This is an optimization exercise on Yosys and OpenROAD, whose aim is small area, not a production implementation.
In this exercise RTL edits were held to simulation tests only and were not proved equivalent to the original.
No activity file was given, so power comes from the tool's default toggle rates.

## oak
==> flow/design.v <==
module AXI_AOI222 (
    input  [2:0] a,
    input  [2:0] b,
    output       y
);
    assign y = ~|(a & b);
endmodule
module AXI_AOI22 (
    input  [1:0] a,
    input  [1:0] b,
    output       y
);
    assign y = ~|(a & b);
endmodule
module AXI_NAND3 (
    input  [2:0] a,
    output       y
);
    assign y = ~&a;
endmodule
module AXI_NAND2 (
    input  [1:0] a,
    output       y
);
    assign y = ~&a;
endmodule
module AXI_AO5 (
    input        h,
    input        q,
    input  [3:0] a,
    input  [3:0] s,
    output       y
);
    wire [1:0] n;
    AXI_AOI222 g0 (.a({q, a[1:0]}), .b({h, s[1:0]}), .y(n[0]));
    AXI_AOI22  g1 (.a(a[3:2]), .b(s[3:2]), .y(n[1]));
    AXI_NAND2  g2 (.a(n), .y(y));
endmodule
module AXI_AO222 (
    input  [2:0] a,
    input  [2:0] b,
    output       y
);
    wire n;
    AXI_AOI222 g0 (.a(a), .b(b), .y(n));
    assign y = ~n;
endmodule
module AXI_AO22 (
    input  [1:0] a,
    input  [1:0] b,
    output       y
);
    assign y = |(a & b);
endmodule
module AXI_AO8 (
    input  [7:0] a,
    input  [7:0] s,
    output       y
);
    wire [2:0] n;
    AXI_AOI222 g0 (.a(a[2:0]), .b(s[2:0]), .y(n[0]));
    AXI_AOI222 g1 (.a(a[5:3]), .b(s[5:3]), .y(n[1]));
    AXI_AOI22  g2 (.a(a[7:6]), .b(s[7:6]), .y(n[2]));
    AXI_NAND3  g3 (.a(n), .y(y));
endmodule
module AXI_LITE_PROJ #(
    parameter   ADDRESS     =   32,
    parameter   DATA_WIDTH  =   32
)
(
    input                   clk,
    input                   reset_n,
    input      [31:0]       C_ADRR,
    input      [31:0]       C_DATA,
    input                   C_VALID,
    input                   C_VALID_R,
    input      [31:0]       C_ADRR_R,
    output reg [31:0]       C_DATA_READ,
    input      [3:0 ]       C_STRB,
    output reg              READY_S
);
    genvar k, l, b;
    reg  [31:0] mem [0:7];
    reg  [2:0]  w_cnt;       
    reg  [4:0]  w_addr;      
    reg  [3:0]  w_en;        
    reg  [31:0] w_data;      
    wire        w_hi_zero = ~|C_ADRR[31:5];
    wire        w_hi_ones = &C_ADRR[31:5];
    wire [3:0]  w_ovf;
    assign w_ovf[0] = 1'b0;
    assign w_ovf[1] = &C_ADRR[4:0];
    assign w_ovf[2] = &C_ADRR[4:1];
    assign w_ovf[3] = &C_ADRR[4:2] & (C_ADRR[1] | C_ADRR[0]);
    wire [3:0]  w_inr = ({4{w_hi_zero}} & ~w_ovf) | ({4{w_hi_ones}} & w_ovf);
    wire        w_rotate = (w_cnt == 3'd1 && w_addr[1:0] != 2'd0) ||
                           (w_cnt == 3'd2 && w_addr[1]) ||
                           (w_cnt == 3'd3 && w_addr[1:0] == 2'd3);
    always @(posedge clk) begin
        if (!reset_n)
            w_cnt <= 3'd0;
        else if (C_VALID)
            w_cnt <= 3'd1;
        else
            case (w_cnt)
                3'd1:    w_cnt <= 3'd2;
                3'd2:    w_cnt <= 3'd3;
                3'd3:    w_cnt <= 3'd4;
                3'd4:    w_cnt <= 3'd5;
                3'd5:    w_cnt <= 3'd6;
                default: w_cnt <= 3'd0;
            endcase
    end
    wire        w_hold = ~C_VALID & ~w_rotate;
    wire        w_rot  = ~C_VALID & w_rotate;
    wire        w_keep = ~C_VALID;
    wire [4:0]  w_addr_next;
    wire [3:0]  w_en_next;
    wire [3:0]  w_en_in = C_STRB & w_inr;
    generate
        for (b = 0; b < 5; b = b + 1) begin : wa
            AXI_AO22 g (.a({w_addr[b], C_ADRR[b]}), .b({w_keep, C_VALID}), .y(w_addr_next[b]));
        end
        for (b = 0; b < 4; b = b + 1) begin : wenb
            AXI_AO222 g (.a({w_en[b], w_en[(b + 3) % 4], w_en_in[b]}), .b({w_hold, w_rot, C_VALID}), .y(w_en_next[b]));
        end
    endgenerate
    always @(posedge clk) begin
        w_addr <= w_addr_next;
        w_en   <= w_en_next;
    end
    wire [31:0] w_prev = {w_data[23:0], w_data[31:24]};
    wire [31:0] w_next;
    generate
        for (b = 0; b < 32; b = b + 1) begin : wd
            AXI_AO222 g (.a({w_data[b], w_prev[b], C_DATA[b]}), .b({w_hold, w_rot, C_VALID}), .y(w_next[b]));
        end
    endgenerate
    always @(posedge clk)
        w_data <= w_next;
    wire        w_commit = (w_cnt == 3'd6);
    wire [7:0]  w_dec;
    generate
        for (k = 0; k < 8; k = k + 1) begin : wdec
            assign w_dec[k] = (w_addr[4:2] == k);
        end
        for (l = 0; l < 4; l = l + 1) begin : wlane
            wire       lo    = (l < w_addr[1:0]);
            wire       go_hi = w_commit & w_en[l] & ~lo;
            wire       go_lo = w_commit & w_en[l] & lo;
            for (k = 0; k < 8; k = k + 1) begin : wword
                wire nwe;
                if (l == 3) begin : hi
                    AXI_NAND2 g (.a({go_hi, w_dec[k]}), .y(nwe));
                end else begin : both
                    AXI_AOI22 g (.a({go_lo, go_hi}), .b({w_dec[(k + 7) % 8], w_dec[k]}), .y(nwe));
                end
                wire we = ~nwe;
                wire [7:0] next;
                for (b = 0; b < 8; b = b + 1) begin : mb
                    AXI_AO22 g (.a({mem[k][8*l+b], w_data[8*l+b]}), .b({nwe, we}), .y(next[b]));
                end
                always @(posedge clk)
                    mem[k][8*l +: 8] <= next;
            end
        end
    endgenerate
    always @(posedge clk) begin
        if (!reset_n)
            READY_S <= 1'b0;
        else if (w_cnt == 3'd5)
            READY_S <= 1'b1;
    end
    reg  [2:0]  r_cnt;       
    reg  [4:0]  r_addr;      
    reg         r_wrap;      
    wire        r_hi_zero = ~|C_ADRR_R[31:5];
    wire        r_hi_ones = &C_ADRR_R[31:5];
    always @(posedge clk) begin
        if (!reset_n)
            r_cnt <= 3'd0;
        else if (C_VALID_R)
            r_cnt <= 3'd1;
        else
            case (r_cnt)
                3'd1:    r_cnt <= 3'd2;
                3'd2:    r_cnt <= 3'd3;
                3'd3:    r_cnt <= 3'd4;
                3'd4:    r_cnt <= 3'd5;
                default: r_cnt <= 3'd0;
            endcase
    end
    wire        r_keep = ~C_VALID_R;
    wire        r_load = C_VALID_R & (r_hi_zero | r_hi_ones);
    wire [4:0]  r_addr_next;
    wire        r_wrap_next;
    generate
        for (b = 0; b < 5; b = b + 1) begin : ra
            AXI_AO22 g (.a({r_addr[b], C_ADRR_R[b]}), .b({r_keep, r_load}), .y(r_addr_next[b]));
        end
    endgenerate
    AXI_AO22 r_wrap_g (.a({r_wrap, ~r_hi_zero}), .b({r_keep, C_VALID_R}), .y(r_wrap_next));
    always @(posedge clk) begin
        r_addr <= r_addr_next;
        r_wrap <= r_wrap_next;
    end
    wire [3:0]  r_ovf;
    assign r_ovf[0] = 1'b0;
    assign r_ovf[1] = &r_addr[4:0];
    assign r_ovf[2] = &r_addr[4:1];
    assign r_ovf[3] = &r_addr[4:2] & (r_addr[1] | r_addr[0]);
    wire [3:0]  r_inr = r_wrap ? r_ovf : ~r_ovf;
    wire [7:0]  r_dec;
    wire [31:0] r_lane;
    generate
        for (k = 0; k < 8; k = k + 1) begin : rdec
            assign r_dec[k] = (r_addr[4:2] == k);
        end
        for (l = 0; l < 4; l = l + 1) begin : rlane
            wire       lo = (l < r_addr[1:0]);
            wire [7:0] sel = lo ? {r_dec[6:0], r_dec[7]} : r_dec;
            for (b = 0; b < 8; b = b + 1) begin : rbit
                AXI_AO8 mux (
                    .a ({mem[7][8*l+b], mem[6][8*l+b], mem[5][8*l+b], mem[4][8*l+b],
                         mem[3][8*l+b], mem[2][8*l+b], mem[1][8*l+b], mem[0][8*l+b]}),
                    .s (sel),
                    .y (r_lane[8*l+b])
                );
            end
        end
    endgenerate
    wire        r_take = reset_n & (r_cnt == 3'd5);
    wire        r_hold = reset_n & (r_cnt != 3'd5);
    wire [31:0] r_data;
    generate
        for (k = 0; k < 4; k = k + 1) begin : rbyte
            wire [3:0] sel;
            for (l = 0; l < 4; l = l + 1) begin : rrot
                assign sel[l] = r_take & r_inr[k] & (r_addr[1:0] == ((l - k) & 3));
            end
            for (b = 0; b < 8; b = b + 1) begin : obit
                AXI_AO5 mux (
                    .h (r_hold),
                    .q (C_DATA_READ[8*k+b]),
                    .a ({r_lane[24+b], r_lane[16+b], r_lane[8+b], r_lane[b]}),
                    .s (sel),
                    .y (r_data[8*k+b])
                );
            end
        end
    endgenerate
    always @(posedge clk)
        C_DATA_READ <= r_data;
endmodule
export LEC_CHECK = 0
export CAP_MARGIN = 20
export CORE_MARGIN = 2
export CORE_UTILIZATION = 65
export PLACE_DENSITY = 0.75
export SLEW_MARGIN = 20
export SYNTH_HIERARCHICAL = 1
create_clock -name core_clock -period 10.0 [get_ports {clk}]
standard.sh (not shown) runs the stock make flow with config.mk's settings and CLKGATE_MAP_FILE= SYNTH_SCRIPT=/design/flow/synth_recipe.tcl, a recipe that flattens the netlist after the stock synthesis.
==> flow/flow/run.sh <==
#!/bin/bash
# The standard layout (standard.sh), with these changes:
#  - synthesis is the standard flow's (synth_recipe.tcl on ORFS's synth.tcl), except that
#    ABC maps the combinational logic with an area-oriented script
#    (flow/abc_area.script); registers are mapped exactly as before
#  - port buffers use the smallest buffer cell (sky130_fd_sc_hd__buf_1)
#  - the clock tree is built from clkbuf_16 in sink clusters of up to 30,
#    without dummy loads
# Each tool's output goes to the logs under orfs/logs; make's to flow.log.
set -euo pipefail
here=$(pwd)

sed "s#log_cmd abc {\*}\$abc_args#log_cmd abc -script $here/flow/abc_area.script {*}[lrange \$abc_args 2 end]#" \
    "$FLOW_HOME/scripts/synth.tcl" > my_synth.tcl
grep -q "abc_area.script" my_synth.tcl
sed "s#source \$::env(SCRIPTS_DIR)/synth.tcl#source $here/my_synth.tcl#" synth_recipe.tcl > my_synth_recipe.tcl
grep -q "my_synth.tcl" my_synth_recipe.tcl
sed "s#SYNTH_SCRIPT=$here/synth_recipe.tcl#SYNTH_SCRIPT=$here/my_synth_recipe.tcl#" standard.sh > my_standard.sh
grep -q "my_synth_recipe.tcl" my_standard.sh

export BUFFER_PORTS_ARGS="-buffer_cell sky130_fd_sc_hd__buf_1"
export CTS_ARGS="-sink_clustering_enable -repair_clock_nets -buf_list sky130_fd_sc_hd__clkbuf_16 -dont_use_dummy_load -sink_clustering_size 30 -sink_clustering_max_diameter 100"
bash my_standard.sh > flow.log 2>&1
==> flow/flow/abc_area.script <==
strash
dch
amap
topo
Setup changes, oak to pine
diff --git a/flow/design.v b/flow/design.v
--- a/flow/design.v
+++ b/flow/design.v
@@ -110,26 +110,19 @@
                 3'd5:    w_cnt <= 3'd6;
                 default: w_cnt <= 3'd0;
             endcase
     end
+    always @(posedge clk)
+        if (C_VALID)
+            w_addr <= C_ADRR[4:0];
+    always @(posedge clk) begin
+        if (C_VALID)
+            w_en <= C_STRB & w_inr;
+        else if (w_rotate)
+            w_en <= {w_en[2:0], w_en[3]};
+    end
     wire        w_hold = ~C_VALID & ~w_rotate;
     wire        w_rot  = ~C_VALID & w_rotate;
-    wire        w_keep = ~C_VALID;
-    wire [4:0]  w_addr_next;
-    wire [3:0]  w_en_next;
-    wire [3:0]  w_en_in = C_STRB & w_inr;
-    generate
-        for (b = 0; b < 5; b = b + 1) begin : wa
-            AXI_AO22 g (.a({w_addr[b], C_ADRR[b]}), .b({w_keep, C_VALID}), .y(w_addr_next[b]));
-        end
-        for (b = 0; b < 4; b = b + 1) begin : wenb
-            AXI_AO222 g (.a({w_en[b], w_en[(b + 3) % 4], w_en_in[b]}), .b({w_hold, w_rot, C_VALID}), .y(w_en_next[b]));
-        end
-    endgenerate
-    always @(posedge clk) begin
-        w_addr <= w_addr_next;
-        w_en   <= w_en_next;
-    end
     wire [31:0] w_prev = {w_data[23:0], w_data[31:24]};
     wire [31:0] w_next;
     generate
         for (b = 0; b < 32; b = b + 1) begin : wd
@@ -144,19 +137,13 @@
         for (k = 0; k < 8; k = k + 1) begin : wdec
             assign w_dec[k] = (w_addr[4:2] == k);
         end
         for (l = 0; l < 4; l = l + 1) begin : wlane
-            wire       lo    = (l < w_addr[1:0]);
-            wire       go_hi = w_commit & w_en[l] & ~lo;
-            wire       go_lo = w_commit & w_en[l] & lo;
+            wire       lo = (l < w_addr[1:0]);
+            wire       go = w_commit & w_en[l];
             for (k = 0; k < 8; k = k + 1) begin : wword
-                wire nwe;
-                if (l == 3) begin : hi
-                    AXI_NAND2 g (.a({go_hi, w_dec[k]}), .y(nwe));
-                end else begin : both
-                    AXI_AOI22 g (.a({go_lo, go_hi}), .b({w_dec[(k + 7) % 8], w_dec[k]}), .y(nwe));
-                end
-                wire we = ~nwe;
+                wire we  = go & (lo ? w_dec[(k + 7) % 8] : w_dec[k]);
+                wire nwe = ~we;
                 wire [7:0] next;
                 for (b = 0; b < 8; b = b + 1) begin : mb
                     AXI_AO22 g (.a({mem[k][8*l+b], w_data[8*l+b]}), .b({nwe, we}), .y(next[b]));
                 end
@@ -189,21 +176,13 @@
                 3'd4:    r_cnt <= 3'd5;
                 default: r_cnt <= 3'd0;
             endcase
     end
-    wire        r_keep = ~C_VALID_R;
-    wire        r_load = C_VALID_R & (r_hi_zero | r_hi_ones);
-    wire [4:0]  r_addr_next;
-    wire        r_wrap_next;
-    generate
-        for (b = 0; b < 5; b = b + 1) begin : ra
-            AXI_AO22 g (.a({r_addr[b], C_ADRR_R[b]}), .b({r_keep, r_load}), .y(r_addr_next[b]));
-        end
-    endgenerate
-    AXI_AO22 r_wrap_g (.a({r_wrap, ~r_hi_zero}), .b({r_keep, C_VALID_R}), .y(r_wrap_next));
-    always @(posedge clk) begin
-        r_addr <= r_addr_next;
-        r_wrap <= r_wrap_next;
+    always @(posedge clk) begin
+        if (C_VALID_R) begin
+            r_addr <= (r_hi_zero | r_hi_ones) ? C_ADRR_R[4:0] : 5'd0;
+            r_wrap <= ~r_hi_zero;
+        end
     end
     wire [3:0]  r_ovf;
     assign r_ovf[0] = 1'b0;
     assign r_ovf[1] = &r_addr[4:0];
Results
Final antenna diode count came out exactly the same in pine and oak.
Per the comparison of pine with oak, mean post-synth cell area grew by 1.4%, synthesis-to-finish area growth comparable, post-layout worst setup margin fell 0.76 ns.
Taking oak as the reference, in pine die area shows an increase of about 0.6%, combinational cell fraction of total power shows an increase of 1.2 points, total area of multi-input combinational cells shows a reduction of 1.7%.
NOTE net switching component of the power oak->pine increased by a little under 10%
In pine, the power came out 0.052 mW above the value in oak.
pine against oak: wire length saw an increase, ratio of final minimum period to clock period grew by 7.6 points, area taken by flip-flops and latches went up.

## static timing again, ports no longer ideal
In the flow no input, the clock included, has a driving cell. The finished layouts below were timed again as built, in two steps. Step 1: set_driving_cell puts a clkbuf_16 on clk and a buf_2 on each other input, an assumption about the parent block. Step 2 also shifts input and output timing later by t, the mid clock arrival at the registers, as if the neighbouring blocks saw the same clock. Slacks: ideal ports / drivers / drivers and shift; pairs: ideal ports / drivers.
| run | shift t [ns] | setup WS [ns] | worst setup path after step 2 | latest minus earliest clock arrival (ns) |
|---|---|---|---|---|
| oak | 0.530 | 6.059 / 6.084 / 5.554 | input to register | 0.049 / 0.049 |
| pine | 0.539 | 5.297 / 5.328 / 4.789 | input to register | 0.047 / 0.046 |
After both steps every run listed still meets setup and hold. The setup slack of pine, which loses most, moves by +0.031 ns with the drivers and by -0.508 ns with both steps.
